What follows belongs to an exercise in optimizing a design on an open flow for small area; a production flow would make more cautious choices.
The RTL was checked by simulation tests, not by an equivalence proof against the original design.
The clock port is modelled as an ideal driver, which makes a skipped or thinned clock tree look cheaper than it is; a real chip needs a root buffer or a tree.
Power figures rest on the tool's default switching activity, not on a simulated workload.

Setup of main:
// onewire_controller
module onewire_controller (
    input        clk,
    input        rst,
    input        start,
    input        led_on,
    input [55:0] rom_code,
    output reg   busy,
    output reg   done,
    output reg   error,
    input  wire  dq_in,
    output wire  dq_oe
);
export LEC_CHECK = 0
export ABC_AREA = 1
export CAP_MARGIN = 20
export CORE_MARGIN = 2
export CORE_UTILIZATION = 40
export SLEW_MARGIN = 20
create_clock -name core_clock -period 10.0 [get_ports {clk}]
standard.sh (not shown) runs the stock make flow with config.mk's settings and CLKGATE_MAP_FILE= SYNTH_SCRIPT=/design/flow/synth_recipe.tcl, a recipe that flattens the netlist after the stock synthesis.
==> flow/flow/run.sh <==
#!/bin/bash
# Standard ORFS layout, with the ports buffered by the smallest buffer (buf_1)
# instead of the default clkdlybuf4s50_1.
set -euo pipefail
bash standard.sh 'BUFFER_PORTS_ARGS=-buffer_cell sky130_fd_sc_hd__buf_1' finish > make_finish.log 2>&1
main: no failed stages, no open violations at the end
Input-level comparison between the feature branch and main:
==> flow/run.sh (new file) <==
#!/bin/bash
# synth_recipe.tcl (not shown) runs the flow's synth.tcl, then flattens the netlist and writes it again
# the make line also repeats each setting of config.mk as NAME=value (left out here)
make -C /OpenROAD-flow-scripts/flow DESIGN_CONFIG=/design/flow/config.mk WORK_HOME=/design/flow/orfs CLKGATE_MAP_FILE= SYNTH_SCRIPT=/design/flow/synth_recipe.tcl finish
removed: flow/flow/run.sh
removed: flow/standard.sh
==> comparison <==
- Sort main and the feature branch by total design power asc -> top: main
- Against main as the reference, the feature branch delivers a higher internal power consumption.
- Looking at startpoint of the worst setup timing path, the rom_code[7] result is from the feature branch; the rom_code[5] one comes from main.
- Comparing main and the feature branch, the higher clock period minus final worst setup slack was measured on the feature branch.
- main has higher setup slack of the worst register-to-register path than the feature branch.
- Compared with main, the feature branch degrades achievable frequency.

* * *

onewire_controller, a different RTL version from the one above (not shown whole).
Size: about 24 flip-flops, about 65 I/O pins, roughly 0.0014 mm² of cells after synthesis.
==> flow/config.mk <==
export PLATFORM = sky130hd
export DESIGN_NAME = onewire_controller
export DESIGN_NICKNAME = onewire_controller
export VERILOG_FILES = /design/flow/design.v
export SDC_FILE = /design/flow/constraint.sdc
export NUM_CORES = 4
export LEC_CHECK = 0
export ABC_AREA = 1
export CAP_MARGIN = 0
export CORE_MARGIN = 2
export CORE_UTILIZATION = 40
export GPL_TIMING_DRIVEN = 0
export SLEW_MARGIN = 0
==> flow/constraint.sdc <==
create_clock -name core_clock -period 10.0 [get_ports {clk}]
set_input_delay 2.0000 -clock core_clock [delete_from_list [all_inputs] [get_ports {clk}]]
set_output_delay 2.0000 -clock core_clock [all_outputs]
set_load 0.01 [all_outputs]
==> flow/flow/run.sh <==
#!/bin/bash
# Standard ORFS layout (standard.sh) with these changes:
#  - synthesis: flow/synth.tcl maps 4:1 multiplexers to mux4 cells and keeps the
#    smallest of the area-oriented ABC mappings flow/abc_*.script; no adder
#    extraction (ADDER_MAP_FILE empty), so ABC maps the counters' incrementers itself;
#  - ports are buffered by buf_1 instead of clkdlybuf4s50_1;
#  - CTS runs as usual, and flow/post_cts.tcl then replaces its tree by 3 clkbuf_4
#    buffers that the clock port drives, each for an equal group of registers;
#  - before repair_design after global placement, flow/pre_resize.tcl sizes up
#    gates whose output slew is near the limit, instead of a buffer being added.
set -euo pipefail
HERE=$(cd "$(dirname "${BASH_SOURCE[0]}")" && pwd)
export FLOW_SYNTH_TCL=$PWD/synth_recipe.tcl
bash standard.sh \
  "SYNTH_SCRIPT=$HERE/synth.tcl" \
  'ADDER_MAP_FILE=' \
  'BUFFER_PORTS_ARGS=-buffer_cell sky130_fd_sc_hd__buf_1' \
  'CTS_ARGS=-sink_clustering_enable -repair_clock_nets -dont_use_dummy_load -buf_list sky130_fd_sc_hd__clkbuf_8 -root_buf sky130_fd_sc_hd__clkbuf_8' \
  "POST_CTS_TCL=$HERE/post_cts.tcl" \
  "PRE_RESIZE_TCL=$HERE/pre_resize.tcl" \
  finish > make_finish.log 2>&1
==> flow/flow/post_cts.tcl <==
set nleaf 3
set leaf_cell sky130_fd_sc_hd__clkbuf_4
set block [ord::get_db_block]
set clk_net [$block findNet clk]
# remove CTS's buffers: every clock buffer in the fanout of the clock port
set again 1
while { $again } {
  set again 0
  foreach it [$clk_net getITerms] {
    set inst [$it getInst]
    if { [string match sky130_fd_sc_hd__clkbuf_* [[$inst getMaster] getName]] } {
      set out [[$inst findITerm X] getNet]
      foreach s [$out getITerms] {
        if { [$s getInst] ne $inst } { $s disconnect; $s connect $clk_net }
      }
      odb::dbInst_destroy $inst
      odb::dbNet_destroy $out
      set again 1
      break
    }
  }
}
set pts {}
foreach it [$clk_net getITerms] {
  set l [[$it getInst] getLocation]
  lappend pts [list [lindex $l 0] [lindex $l 1] $it]
}
set pts [lsort -integer -index 0 $pts]
set n [llength $pts]
set master [[ord::get_db] findMaster $leaf_cell]
for {set k 0} {$k < $nleaf} {incr k} {
  set group [lrange $pts [expr {$k * $n / $nleaf}] [expr {($k + 1) * $n / $nleaf - 1}]]
  set inst [odb::dbInst_create $block $master clkbuf_leaf_$k]
  set net [odb::dbNet_create $block clknet_leaf_$k]
  $net setSigType CLOCK
  [$inst findITerm A] connect $clk_net
  [$inst findITerm X] connect $net
  set sx 0; set sy 0
  foreach p $group {
    incr sx [lindex $p 0]; incr sy [lindex $p 1]
    set it [lindex $p 2]
    $it disconnect
    $it connect $net
  }
  $inst setLocation [expr {$sx / [llength $group]}] [expr {$sy / [llength $group]}]
  $inst setPlacementStatus PLACED
  puts "post_cts: clkbuf_leaf_$k ($leaf_cell) drives [llength $group] clock pins"
}
detailed_placement
check_placement -verbose
estimate_parasitics -placement
Other scripts of this flow, unchanged in this note and not shown: flow/flow/abc_a6.script, flow/flow/abc_d3.script, flow/flow/abc_d7.script, flow/flow/abc_e1.script, flow/flow/abc_e3.script, flow/flow/abc_e4.script, flow/flow/abc_s2.script, flow/flow/mux4map.v, flow/flow/pre_resize.tcl, flow/flow/synth.tcl
Rerun with:
--- a/flow/flow/run.sh
+++ b/flow/flow/run.sh
@@ -5,6 +5,6 @@
 #    extraction (ADDER_MAP_FILE empty), so ABC maps the counters' incrementers itself;
 #  - ports are buffered by buf_1 instead of clkdlybuf4s50_1;
-#  - CTS runs as usual, and flow/post_cts.tcl then replaces its tree by 3 clkbuf_4
-#    buffers that the clock port drives, each for an equal group of registers;
+#  - CTS uses clkbuf_8 without dummy loads, and flow/post_cts.tcl then removes
+#    the tree's root buffer: the clock port drives the two leaf buffers;
 #  - before repair_design after global placement, flow/pre_resize.tcl sizes up
 #    gates whose output slew is near the limit, instead of a buffer being added.
==> flow/flow/post_cts.tcl (replaced) <==
set block [ord::get_db_block]
set clk_net [$block findNet clk]
set roots {}
foreach it [$clk_net getITerms] {
  if { [$it isInputSignal] } { lappend roots [$it getInst] }
}
if { [llength $roots] == 1 } {
  set root [lindex $roots 0]
  set out [[$root findITerm X] getNet]
  set leaves {}
  foreach it [$out getITerms] {
    if { [$it getInst] ne $root } { lappend leaves $it }
  }
  if { [llength $leaves] <= 4 } {
    foreach it $leaves { $it disconnect; $it connect $clk_net }
    odb::dbInst_destroy $root
    odb::dbNet_destroy $out
    puts "post_cts: removed the clock root buffer; the clock port drives [llength $leaves] pins"
  }
}
estimate_parasitics -placement
=> The new run ran to the end with no violations; total power rises slightly; area after synthesis is unchanged; worst setup slack is better by 0.0061 ns; wire length falls slightly.
The clock cells of the first run of this note come from the design's own scripts or RTL, not from TritonCTS.

* * *

Another version of the RTL of onewire_controller (not shown whole).
Size: ~140 cells after synthesis, ~24 flip-flops, ~1400 sq um of cells after synthesis.
export LEC_CHECK = 0
export ABC_AREA = 1
export CAP_MARGIN = 20
export CORE_MARGIN = 2
export CORE_UTILIZATION = 40
export GPL_TIMING_DRIVEN = 0
export SLEW_MARGIN = 20
create_clock -name core_clock -period 10.0 [get_ports {clk}]
==> flow/flow/run.sh <==
#!/bin/bash
# Standard ORFS layout (standard.sh) with these changes:
#  - synthesis: flow/synth.tcl maps 4:1 multiplexers to mux4 cells and runs an
#    area-oriented ABC script; no adder extraction (ADDER_MAP_FILE empty), so ABC
#    maps the counters' incrementers itself;
#  - ports are buffered by buf_1 instead of clkdlybuf4s50_1;
#  - CTS uses clkbuf_16 without dummy loads, and flow/post_cts.tcl then leaves
#    one clkbuf_16 driving all register clock pins.
set -euo pipefail
HERE=$(cd "$(dirname "${BASH_SOURCE[0]}")" && pwd)
export FLOW_SYNTH_TCL=$PWD/synth_recipe.tcl
bash standard.sh \
  "SYNTH_SCRIPT=$HERE/synth.tcl" \
  'ADDER_MAP_FILE=' \
  'BUFFER_PORTS_ARGS=-buffer_cell sky130_fd_sc_hd__buf_1' \
  'CTS_ARGS=-sink_clustering_enable -repair_clock_nets -dont_use_dummy_load -buf_list sky130_fd_sc_hd__clkbuf_16 -root_buf sky130_fd_sc_hd__clkbuf_16' \
  "POST_CTS_TCL=$HERE/post_cts.tcl" \
  finish > make_finish.log 2>&1
Other scripts of this flow, unchanged in this note and not shown: flow/flow/abc.script, flow/flow/mux4map.v, flow/flow/post_cts.tcl, flow/flow/synth.tcl
The baseline passed the timing, design-rule and antenna checks.
Change:
- GPL_TIMING_DRIVEN: 0 -> default
Final area stays flat; via count rises by a few percent; wire length rises by a few percent.
Change:
- CAP_MARGIN: 20 -> 0
- GPL_TIMING_DRIVEN: default -> 0
- SLEW_MARGIN: 20 -> 0
Effect:
- The changed run completed without violations
- worst setup slack loses 0.024 ns
- sequential power barely changes
- global-route usage drops by 1.1 points
- sequential cell count is unchanged
- final cell count shrinks by about 0.8%
- area after synthesis does not change
- fmax decreases by 0.37%
- first-iteration DRC count came out lower by about 60%
- wire length decreases by about 4.4%

* * *

## alpha
The RTL this note starts from:
==> flow/design.v <==
module onewire_controller (
    input        clk,
    input        rst,
    input        start,
    input        led_on,
    input [55:0] rom_code,
    output wire  busy,
    output wire  done,
    output wire  error,
    input  wire  dq_in,
    output wire  dq_oe
);
    reg [6:0] t;
    reg [6:0] b;
    reg [7:0] crc;
    reg       pres;
    reg       run;      
    wire rph    = b[6] & b[5];                         
    wire acc    = rph & ~b[4] & ~b[3] & ~b[1];         
    wire wrap   = (t[6] & t[3] & ~t[2]) | acc;        
    wire window = rph & b[4] & (b[3] | b[2] | (b[1] & b[0]));    
    wire early  = rph & ~window;                       
    wire ext    = b[2] & b[1] & b[0] & ((b[5] & b[4] & b[3]) | ~(b[5] | b[4] | b[3]));
    wire [63:0] tbl = {rom_code, 8'h55};
    wire dbit = b[6] ? (b[3] ? led_on : crc[0]) : tbl[b[5:0]];
    wire fb   = (crc[0] ^ dbit) & (b[6] | b[5] | b[4] | b[3]);
    wire [6:0] reload = {ext, ext | rph, ext, ext, ext | rph, ext & ~rph, ext & ~b[6]};
    wire late    = ~b[6] & ~b[5] & ~b[3] & t[6] & t[5] & t[1];
    wire end_err = late & ~t[0] & ~pres;
    wire [6:0] b_next = busy ? b + {6'd0, wrap} : 7'd101;
    always @(posedge clk) begin
        t <= wrap ? reload : t + 7'd1;
        {b[6], b[4:0]} <= {b_next[6], b_next[4:0]};
        if (wrap)    
            crc <= {fb, crc[7:5], crc[4:3] ^ {2{fb}}, crc[2:1]};
        pres <= ~early & (pres | (~dq_in & window));
    end
    always @(posedge clk or posedge rst) begin
        if (rst) begin
            run  <= 1'b0;
            b[5] <= 1'b1;
        end else begin
            run  <= busy ? ~end_err : start;
            b[5] <= b_next[5];
        end
    end
    assign done  = b[6] & ~b[5] & b[4];        
    assign busy  = run & ~done;
    assign error = late & ~pres;
    wire slot_oe = ~rph & ((t == 7'd0) | (~dbit & ~t[6] & ~(t[5] & t[4] & t[3] & t[2])));
    assign dq_oe = busy & ((early & ~acc) | slot_oe);
endmodule
export LEC_CHECK = 0
export ABC_AREA = 1
export CAP_MARGIN = 0
export CORE_MARGIN = 2
export CORE_UTILIZATION = 40
export GPL_TIMING_DRIVEN = 0
export SLEW_MARGIN = 0
create_clock -name core_clock -period 10.0 [get_ports {clk}]
==> flow/flow/run.sh <==
#!/bin/bash
# Standard ORFS layout (standard.sh) with these changes:
#  - synthesis: flow/synth.tcl maps 4:1 multiplexers to mux4 cells and keeps the
#    smallest of the area-oriented ABC mappings flow/abc_*.script; no adder
#    extraction (ADDER_MAP_FILE empty), so ABC maps the counters' incrementers itself;
#  - ports are buffered by buf_1 instead of clkdlybuf4s50_1;
#  - CTS uses clkbuf_8 without dummy loads, and flow/post_cts.tcl then removes
#    the tree's root buffer: the clock port drives the two leaf buffers.
set -euo pipefail
HERE=$(cd "$(dirname "${BASH_SOURCE[0]}")" && pwd)
export FLOW_SYNTH_TCL=$PWD/synth_recipe.tcl
bash standard.sh \
  "SYNTH_SCRIPT=$HERE/synth.tcl" \
  'ADDER_MAP_FILE=' \
  'BUFFER_PORTS_ARGS=-buffer_cell sky130_fd_sc_hd__buf_1' \
  'CTS_ARGS=-sink_clustering_enable -repair_clock_nets -dont_use_dummy_load -buf_list sky130_fd_sc_hd__clkbuf_8 -root_buf sky130_fd_sc_hd__clkbuf_8' \
  "POST_CTS_TCL=$HERE/post_cts.tcl" \
  finish > make_finish.log 2>&1
==> flow/flow/abc_a1.script <==
strash; dch -f; amap
==> flow/flow/abc_a3.script <==
strash; dch -f; amap; strash; dch -f; amap
==> flow/flow/abc_b1.script <==
strash; dch -f; amap; strash; dch -f; amap; strash; dch -f; amap
Other scripts of this flow, unchanged in this note and not shown: flow/flow/abc_a6.script, flow/flow/abc_s2.script, flow/flow/mux4map.v, flow/flow/post_cts.tcl, flow/flow/synth.tcl
alpha completed; timing, DRC and antenna clean
Setup changes, alpha to beta
==> flow/flow/abc_d3.script (new file) <==
strash; &get -n; &dch -f; &nf -a -R 1000; &put; strash; &get -n; &dch -f; &nf -a -R 1000; &put; strash; &get -n; &dch -f; &nf -a -R 1000; &put
==> flow/flow/abc_d7.script (new file) <==
strash; &get -n; &dch -f; &nf -a -R 1000; &put; strash; dch -f; amap; strash; &get -n; &dch -f; &nf -a -R 1000; &put
==> flow/flow/abc_e1.script (new file) <==
strash; &get -n; &dc2; &put; strash; &get -n; &dch -f; &nf -a -R 1000; &put; strash; &get -n; &dch -f; &nf -a -R 1000; &put; strash; &get -n; &dch -f; &nf -a -R 1000; &put
==> flow/flow/abc_e3.script (new file) <==
strash; &get -n; &dsdb; &put; strash; &get -n; &dch -f; &nf -a -R 1000; &put; strash; &get -n; &dch -f; &nf -a -R 1000; &put; strash; &get -n; &dch -f; &nf -a -R 1000; &put
==> flow/flow/abc_e4.script (new file) <==
strash; &get -n; &b -a; &put; strash; &get -n; &dch -f; &nf -a -R 1000; &put; strash; &get -n; &dch -f; &nf -a -R 1000; &put; strash; &get -n; &dch -f; &nf -a -R 1000; &put
removed: flow/flow/abc_a1.script
removed: flow/flow/abc_a3.script
removed: flow/flow/abc_b1.script
### Flow results
- Summary of beta over alpha: number of global-route vias before repair now sits higher; simple-gate share of the synthesized area now sits lower; layout overhead on the synthesized area now sits higher; core utilization now sits at about the same level; multi-input combinational cell area now sits lower.
- Die size: beta is under alpha
- On area of all placed cells without fillers, alpha loses to beta.

## re-timing with driven ports
How much do the figures lean on ideal ports? The routed layouts below were timed once more, with nothing changed but the port constraints. Step 1 (the two cells are an assumption about what drives the block):
set clk [get_ports {clk}]
set_driving_cell -lib_cell sky130_fd_sc_hd__clkbuf_16 $clk
set_driving_cell -lib_cell sky130_fd_sc_hd__buf_2 [delete_from_list [all_inputs] $clk]
Step 2 also shifts input and output timing later by t, the mid clock arrival at the registers, as if the neighbouring blocks saw the same clock. Slacks: ideal ports / drivers / drivers and shift; pairs: ideal ports / drivers.
run | shift t [ns] | setup slack, ns | hold WS [ns] | clock arrival spread, ns | slew at the worst register clock pin (ns)
main | 0.295 | 4.736 / 4.714 / 4.714 | 0.427 / 0.427 / 0.427 | 0.015 / 0.016 | 0.10 / 0.10
the feature branch | 0.296 | 4.012 / 3.987 / 3.987 | 0.423 / 0.423 / 0.423 | 0.007 / 0.007 | 0.09 / 0.09
the first run of note 2 | 0.181 | 3.773 / 3.754 / 3.754 | 0.424 / 0.424 / 0.424 | 0.006 / 0.006 | 0.09 / 0.09
the second run of note 2 | 0.168 | 3.779 / 3.755 / 3.755 | 0.425 / 0.425 / 0.425 | 0.012 / 0.012 | 0.09 / 0.09
the first run of note 3 | 0.177 | 3.492 / 3.469 / 3.469 | 0.426 / 0.426 / 0.426 | 0.003 / 0.002 | 0.09 / 0.09
the second run of note 3 | 0.189 | 3.578 / 3.559 / 3.559 | 0.429 / 0.429 / 0.429 | 0.005 / 0.005 | 0.10 / 0.10
the third run of note 3 | 0.178 | 3.554 / 3.533 / 3.533 | 0.425 / 0.425 / 0.425 | 0.003 / 0.003 | 0.09 / 0.09
alpha | 0.169 | 3.520 / 3.496 / 3.496 | 0.427 / 0.427 / 0.427 | 0.011 / 0.010 | 0.08 / 0.08
beta | 0.169 | 3.299 / 3.278 / 3.278 | 0.431 / 0.431 / 0.431 | 0.009 / 0.008 | 0.08 / 0.08
After both steps every run listed still meets setup and hold. The setup slack of the feature branch, which loses most, moves by -0.025 ns with the drivers and by -0.025 ns with both steps.
